What follows belongs to an exercise in optimizing a design on an open flow for small area, a short achievable clock period and few clock cycles; a production flow would make more cautious choices.
Where RTL was checked, it was by simulation tests only, not by an equivalence proof against the original.
Power and IR drop assume default switching activity.

// processor
module processor (
    input         clk,
    input         rst,
    output [15:0] imem_addr,
    input  [15:0] imem_rdata,
    output [15:0] dmem_addr,
    input  [15:0] dmem_rdata,
    output [15:0] dmem_wdata,
    output        dmem_we
);
    reg  [15:0] rf [0:15];
    reg  [15:0] pc;         
    reg  [15:0] ir;
    reg         dv;         
    reg  [3:0]  ra_a;       
    reg  [3:0]  rb_a;       
    reg         br2;        
    reg         hz;         
    wire [3:0] nop = imem_rdata[15:12];
    wire       n_mem = (nop == 4'h1) | (nop == 4'h2);
    wire       n_ra  = (nop == 4'h4) | (nop == 4'h5) | (nop == 4'h8) |
                       (nop == 4'hB) | (nop == 4'hC) | (nop == 4'hF);
    wire [3:0] n_ra_a = n_ra ? imem_rdata[7:4] : imem_rdata[11:8];
    wire [3:0] n_rb_a = (nop == 4'h2) ? {2'b11, imem_rdata[11:10]} : imem_rdata[3:0];
    reg  [15:0] opa, opb;
    reg         e_cin;
    reg  [1:0]  e_sel;      
    reg  [3:0]  e_sham;
    reg         e_shl, e_fill;
    reg         e_wen, e_ld, e_st;
    reg         e_br, e_bne;    
    reg  [3:0]  e_wd;
    reg  [15:0] maddr;
  ...
clock: 11.0 ns
lec_check: 0
cap_margin: 20
core_margin: 2
core_utilization: 40
slew_margin: 20
setup_slack_margin: 8.0
standard.sh (not shown) runs the stock make flow with config.mk's settings and CLKGATE_MAP_FILE= SYNTH_SCRIPT=/design/flow/synth_recipe.tcl, a recipe that flattens the netlist after the stock synthesis.
==> flow/flow/run.sh <==
#!/bin/bash
# Standard ORFS layout (the standard.sh), with repair_timing asked for
# a larger setup margin so that it shortens the critical paths further.
set -euo pipefail
echo "export SETUP_SLACK_MARGIN = 8.0" >> config.mk
bash standard.sh finish > standard_flow.log 2>&1 || { tail -50 standard_flow.log; exit 1; }
tail -5 standard_flow.log
Testbench counts at the start, summed over its fixed seeds: cycles 36,361.
Then changed:
--- a/flow/flow/run.sh
+++ b/flow/flow/run.sh
@@ -5 +5 @@
-echo "export SETUP_SLACK_MARGIN = 8.0" >> config.mk
+echo "export SETUP_SLACK_MARGIN = 7.7" >> config.mk
Settings changed: CTS_BUF_LIST set to sky130_fd_sc_hd__clkbuf_4 sky130_fd_sc_hd__clkbuf_8, CTS_CLUSTER_SIZE set to 30, SETUP_SLACK_MARGIN 8.0 to 7.7.
Effect: Worst setup slack degrades by 89 ps. Sequential share of layout area climbs by 1.6 points. Via count rose slightly. Non-clock buffer count drops by 33. Power decreases by a few percent. Die area does not change. Fmax fell by a few percent. Clock-buffer cell count increases by 36. Cell count rose slightly. Critical path depth went up by 12.

========
## alpha
processor, a different RTL version from the one above (not shown whole).
For scale: ~1,400 cells after synthesis, about 83 I/O pins, about 0.020 mm² of cells after synthesis.
==> flow/config.mk <==
export PLATFORM = sky130hd
export DESIGN_NAME = processor
export DESIGN_NICKNAME = processor
export VERILOG_FILES = /design/flow/design.v
export SDC_FILE = /design/flow/constraint.sdc
export NUM_CORES = 4
export LEC_CHECK = 0
export CAP_MARGIN = 20
export CORE_MARGIN = 2
export CORE_UTILIZATION = 60
export PLACE_DENSITY = 0.75
export SLEW_MARGIN = 20
export SETUP_SLACK_MARGIN = 7.7
==> flow/constraint.sdc <==
create_clock -name core_clock -period 11.0 [get_ports {clk}]
set_input_delay 2.2000 -clock core_clock [delete_from_list [all_inputs] [get_ports {clk}]]
set_output_delay 2.2000 -clock core_clock [all_outputs]
set_load 0.01 [all_outputs]
==> flow/flow/run.sh <==
#!/bin/bash
# Standard ORFS layout (the standard.sh), with repair_timing asked for
# a larger setup margin so that it shortens the critical paths further.
set -euo pipefail
echo "export SETUP_SLACK_MARGIN = 7.7" >> config.mk
bash standard.sh finish > standard_flow.log 2>&1 || { tail -50 standard_flow.log; exit 1; }
tail -5 standard_flow.log
Testbench counts of alpha, summed over its fixed seeds: cycles 36,361.
Changes in beta relative to alpha:
Settings: swapping 60 for 40 in CORE_UTILIZATION; clearing PLACE_DENSITY, which used to be 0.75.
- Looking at end point of the critical path, the maddr[14] result is from beta; the dmem_addr[10] one comes from alpha.
- Relative to alpha, last weighted congestion value of the routability-driven placer has increased by 0.054 in beta.
- Per the comparison of beta with alpha, count of placed standard cells in the final layout, fillers left out higher; non-clock buffer count has decreased.
- Vias: beta fewer than alpha
- Route | beta vs alpha | wire longer in beta
- Setup slack of the critical path after layout, alpha and beta: smaller value in beta
- beta ends up with a area added between synthesis and finish that is 1.1 points higher than in alpha.
- Of the two values seen for highest-delay cell along the critical path, sky130_fd_sc_hd__dfxtp_1 was produced by alpha and sky130_fd_sc_hd__mux4_2 by beta.
- beta and alpha ended up with roughly the same total design power.
- Compare alpha and beta | number of buffers inserted during clock tree synthesis lower: alpha
- Comparing alpha with beta, the power of the combinational group came out essentially unchanged.
- beta ended with more worst slack after detailed placement than alpha.

========
## pepper
processor, a different RTL version from the one above (not shown whole).
Size in the first run: roughly 370 flip-flops.
export LEC_CHECK = 0
export CAP_MARGIN = 20
export CORE_MARGIN = 2
export CORE_UTILIZATION = 40
export CTS_CLUSTER_DIAMETER = 80
export CTS_CLUSTER_SIZE = 24
export SLEW_MARGIN = 20
export SETUP_SLACK_MARGIN = 7.7
create_clock -name core_clock -period 11.0 [get_ports {clk}]
Scripts as last shown in full above: flow/flow/run.sh
Modified inputs, maple compared to pepper
- clearing CTS_CLUSTER_SIZE, which used to be 24
- clearing CTS_CLUSTER_DIAMETER, which used to be 80
### Flow results
pepper has higher final critical-path required period than maple. Share of final-layout standard cells stronger than drive strength 1 across pepper and maple: no real change. maple packs its core tighter than pepper. Against pepper, maple comes in 2.0 points lower on net switching share of the total power. maple against pepper: final wirelength rose 0.43%; worst setup margin went up by 0.021 ns. maple vs. pepper: distinct cell type count after synthesis comparable, final non-filler cell area picked up an extra 1.3%, top achievable clock speed now sits higher. The register share of the cell area reported for maple is smaller than that of pepper by 0.54 points.
Function was not checked in any run of this note: the RTL went through the layout flow alone.

========
processor, a different RTL version from the one above (not shown whole).
Size in the first run: about 1500 cells after synthesis, roughly 360 flip-flops, ~83 I/O pins, about 20000 um^2 of cells after synthesis.
clock: 11.0 ns
lec_check: 0
cap_margin: 10
core_margin: 2
core_utilization: 60
place_density: 0.75
slew_margin: 10
setup_slack_margin: 7.75
==> flow/flow/run.sh <==
#!/bin/bash
# Standard ORFS layout (the standard.sh), with repair_timing asked for
# a larger setup margin so that it shortens the critical paths further.
set -euo pipefail
echo "export SETUP_SLACK_MARGIN = 7.75" >> config.mk
bash standard.sh finish > standard_flow.log 2>&1 || { tail -50 standard_flow.log; exit 1; }
tail -5 standard_flow.log
The starting point ran to the end with no violations.
Testbench counts at the start, summed over its fixed seeds: cycles 36,054.
Edit:
--- a/flow/flow/run.sh
+++ b/flow/flow/run.sh
@@ -4,3 +4,3 @@
 set -euo pipefail
-echo "export SETUP_SLACK_MARGIN = 7.75" >> config.mk
+echo "export SETUP_SLACK_MARGIN = 7.7" >> config.mk
 bash standard.sh finish > standard_flow.log 2>&1 || { tail -50 standard_flow.log; exit 1; }
- SETUP_SLACK_MARGIN: 7.75 -> 7.7
Sequential power barely changes.
Power stays flat.
First-iteration DRC count came out lower by a little under a tenth.

========
Another version of the RTL of processor (not shown whole).
Size in the first run: ~1400 cells after synthesis, ~360 flip-flops, roughly 83 I/O pins, about 20000 µm² of cells after synthesis.
==> flow/config.mk <==
export PLATFORM = sky130hd
export DESIGN_NAME = processor
export DESIGN_NICKNAME = processor
export VERILOG_FILES = /design/flow/design.v
export SDC_FILE = /design/flow/constraint.sdc
export NUM_CORES = 4
export LEC_CHECK = 0
export CAP_MARGIN = 10
export CORE_MARGIN = 2
export CORE_UTILIZATION = 60
export PLACE_DENSITY = 0.75
export SLEW_MARGIN = 10
export SETUP_SLACK_MARGIN = 7.9
==> flow/constraint.sdc <==
create_clock -name core_clock -period 11.0 [get_ports {clk}]
set_input_delay 2.2000 -clock core_clock [delete_from_list [all_inputs] [get_ports {clk}]]
set_output_delay 2.2000 -clock core_clock [all_outputs]
set_load 0.01 [all_outputs]
==> flow/flow/run.sh <==
#!/bin/bash
# Standard ORFS layout (the standard.sh), with repair_timing asked for
# a larger setup margin so that it shortens the critical paths further.
set -euo pipefail
echo "export SETUP_SLACK_MARGIN = 7.9" >> config.mk
bash standard.sh finish > standard_flow.log 2>&1 || { tail -50 standard_flow.log; exit 1; }
tail -5 standard_flow.log
Change:
==> flow/flow/run.sh (replaced) <==
#!/bin/bash
# Standard ORFS layout (the standard.sh), with repair_timing asked for
# a larger setup margin so that it shortens the critical paths further.
set -euo pipefail
echo "export SETUP_SLACK_MARGIN = 7.7" >> config.mk
bash standard.sh finish > standard_flow.log 2>&1 || { tail -50 standard_flow.log; exit 1; }
tail -5 standard_flow.log
CAP_MARGIN = 20   (was 10)
CORE_UTILIZATION = 40   (was 60)
PLACE_DENSITY = default   (was 0.75)
SETUP_SLACK_MARGIN = 7.7   (was 7.9)
SLEW_MARGIN = 20   (was 10)
Cell count came out higher by 9.0%. Power came out lower by 3.1%. Routed wire length came out higher by 1.7%. Core utilization came out lower by 27 points.
No run of this note included a check of the RTL's function; only the layout flow was run.

========
processor, a different RTL version from the one above (not shown whole).
Size: ~1500 cells after synthesis, roughly 360 flip-flops, ~0.021 mm2 of cells after synthesis.
clock: 11.0 ns
lec_check: 0
cap_margin: 10
core_margin: 2
core_utilization: 60
cts_buf_list: sky130_fd_sc_hd__clkbuf_8
place_density: 0.75
slew_margin: 10
setup_slack_margin: 7.7
==> flow/flow/run.sh <==
#!/bin/bash
# Standard ORFS layout (the standard.sh), with repair_timing asked for
# a larger setup margin so that it shortens the critical paths further.
set -euo pipefail
echo "export SETUP_SLACK_MARGIN = 7.7" >> config.mk
bash standard.sh finish > standard_flow.log 2>&1 || { tail -50 standard_flow.log; exit 1; }
tail -5 standard_flow.log
Next try:
--- a/flow/flow/run.sh
+++ b/flow/flow/run.sh
@@ -4,3 +4,3 @@
 set -euo pipefail
-echo "export SETUP_SLACK_MARGIN = 7.7" >> config.mk
+echo "export SETUP_SLACK_MARGIN = 8.0" >> config.mk
 bash standard.sh finish > standard_flow.log 2>&1 || { tail -50 standard_flow.log; exit 1; }
- CTS_BUF_LIST: sky130_fd_sc_hd__clkbuf_8 -> not set
- SETUP_SLACK_MARGIN: 7.7 -> 8.0
Outcome:
- wire length is higher by 7.2%
- design area grows by 4.8%
- global-route usage climbs by 2.1 points
- setup slack improved by 0.086 ns
- power rose by 11%
- area after synthesis stays the same
- combinational power rises by about 10%
- non-clock buffer count came out higher by 29
Next try:
--- a/flow/flow/run.sh
+++ b/flow/flow/run.sh
@@ -4,3 +4,3 @@
 set -euo pipefail
-echo "export SETUP_SLACK_MARGIN = 8.0" >> config.mk
+echo "export SETUP_SLACK_MARGIN = 7.7" >> config.mk
 bash standard.sh finish > standard_flow.log 2>&1 || { tail -50 standard_flow.log; exit 1; }
- SETUP_SLACK_MARGIN: 8.0 -> 7.7
The new run went through all stages and came out clean.
Power drops by a few percent.
Sequential share of layout area went up by 1.6 points.
Clock-buffer cell count is higher by 3.
Setup slack hardly moves.
Global-route usage falls by 1.6 points.
Routed wire length decreases by a few percent.
Critical path depth is unchanged.
Core utilization goes down by 3.0 points.
Final area drops by a few percent.
Register-to-register slack loses 0.12 ns.
Next try:
- CAP_MARGIN: 10 -> 20
- CORE_UTILIZATION: 60 -> 40
- PLACE_DENSITY: 0.75 -> not set
- SLEW_MARGIN: 10 -> 20
Effect: The changed run went through all stages and came out clean. Setup slack got worse by 0.023 ns. Maximum frequency is lower by 0.70%. Final cell count is higher by 12%. Sequential cell count stays the same.
Function was not checked in any run of this note: the RTL went through the layout flow alone.

========
## lane 1
RTL: one of the versions met above, not the one the previous note started from.
Size in the first run: about 1400 cells after synthesis, roughly 360 flip-flops, roughly 83 I/O pins, about 20000 sq um of cells after synthesis.
Settings: LEC_CHECK=0, CAP_MARGIN=10, CORE_MARGIN=2, CORE_UTILIZATION=60, PLACE_DENSITY=0.75, SLEW_MARGIN=10, SETUP_SLACK_MARGIN=7.8; clock period 11.0 ns.
==> flow/flow/run.sh <==
#!/bin/bash
# Standard ORFS layout (the standard.sh), with repair_timing asked for
# a larger setup margin so that it shortens the critical paths further.
set -euo pipefail
echo "export SETUP_SLACK_MARGIN = 7.8" >> config.mk
bash standard.sh finish > standard_flow.log 2>&1 || { tail -50 standard_flow.log; exit 1; }
tail -5 standard_flow.log
Here is what was changed in the inputs of lane 2 compared with lane 1.
==> flow/flow/run.sh <==
#!/bin/bash
# Standard ORFS layout (the standard.sh), with repair_timing asked for
# a larger setup margin so that it shortens the critical paths further.
set -euo pipefail
echo "export SETUP_SLACK_MARGIN = 7.7" >> config.mk
bash standard.sh finish > standard_flow.log 2>&1 || { tail -50 standard_flow.log; exit 1; }
tail -5 standard_flow.log
-- flow/config.mk --
<<< lane 1, line 12
export SLEW_MARGIN = 10
export SETUP_SLACK_MARGIN = 7.8
>>> lane 2, line 12
export SLEW_MARGIN = 10
export SETUP_SLACK_MARGIN = 7.7
Results
- Number of cells on the worst reg-to-reg path: lane 2 < lane 1
- On sequential portion of the cell area: lane 2 sits above lane 1.
- The highest cell delay on the worst timing path of lane 2 exceeds that of lane 1 by 0.19 ns.
- Post-route non-filler standard cell count in lane 2 is 19 lower than in lane 1
- ~same via count in lane 1 and lane 2
- Lane 2 closes out successfully: all stages finished, all timing, DRC and antenna checks passed.
- Lane 1 completed every stage of the flow, and the final layout passed the timing, DRC and antenna checks.
- Against lane 1, lane 2 comes in 0.40% higher on global-route wire length before repair.
- Comparing the two runs side by side, lane 2 comes out behind lane 1 on worst setup slack.
- Of lane 1 and lane 2, the higher net total in the final layout belongs to lane 1.
No run of this note included a check of the RTL's function; only the layout flow was run.

==> static timing again, ports no longer ideal <==
In the flow no input, the clock included, has a driving cell. The finished layouts below were timed again as built, in two steps.
Step 1 assumes that a clkbuf_16 drives the clock port and a buf_2 every other input.
Step 2 adds t to the input delays and takes it off the output delays; t is the mean of the earliest and latest rising clock arrival at the registers after step 1. Input paths then give back, and output paths get back, about the clock's delay inside the block.
Three values: no drivers, after step 1, after step 2; two values: the first two.
run	shift t [ns]	setup WS [ns]	worst hold slack (ns)	clock arrival spread, ns	worst data-port slew with drivers (ns)
the first run of note 1	0.625	7.728 / 7.669 / 7.371	0.540 / 0.540 / 0.540	0.020 / 0.021	0.06
the second run of note 1	0.673	7.639 / 7.624 / 7.155	0.534 / 0.534 / 0.534	0.035 / 0.035	0.05
alpha	0.597	7.730 / 7.679 / 7.181	0.506 / 0.506 / 0.506	0.023 / 0.023	0.04
beta	0.601	7.689 / 7.676 / 7.134	0.511 / 0.511 / 0.511	0.030 / 0.029	0.06
pepper	0.623	7.627 / 7.569 / 7.194	0.563 / 0.563 / 0.563	0.025 / 0.026	0.06
maple	0.615	7.648 / 7.593 / 7.195	0.499 / 0.499 / 0.499	0.025 / 0.025	0.06
the first run of note 4	0.598	7.634 / 7.582 / 7.217	0.488 / 0.488 / 0.488	0.038 / 0.038	0.06
the second run of note 4	0.582	7.658 / 7.605 / 7.145	0.488 / 0.488 / 0.488	0.043 / 0.043	0.06
the first run of note 5	0.583	7.686 / 7.632 / 7.365	0.579 / 0.579 / 0.579	0.027 / 0.027	0.04
the second run of note 5	0.609	7.548 / 7.489 / 7.173	0.498 / 0.498 / 0.498	0.033 / 0.033	0.04
the first run of note 6	0.671	7.586 / 7.537 / 7.062	0.575 / 0.575 / 0.575	0.026 / 0.025	0.04
the second run of note 6	0.592	7.672 / 7.618 / 7.431	0.590 / 0.590 / 0.590	0.023 / 0.022	0.04
the third run of note 6	0.582	7.673 / 7.619 / 7.182	0.495 / 0.495 / 0.495	0.018 / 0.018	0.04
the fourth run of note 6	0.609	7.649 / 7.589 / 7.140	0.514 / 0.514 / 0.514	0.021 / 0.022	0.06
lane 1	0.580	7.668 / 7.617 / 7.252	0.532 / 0.532 / 0.532	0.027 / 0.026	0.04
lane 2	0.589	7.635 / 7.629 / 7.209	0.497 / 0.497 / 0.497	0.021 / 0.021	0.04
After both steps setup and hold are still met in every run listed. The setup slack of beta, which loses most, moves by -0.013 ns with the drivers and by -0.555 ns with both steps.
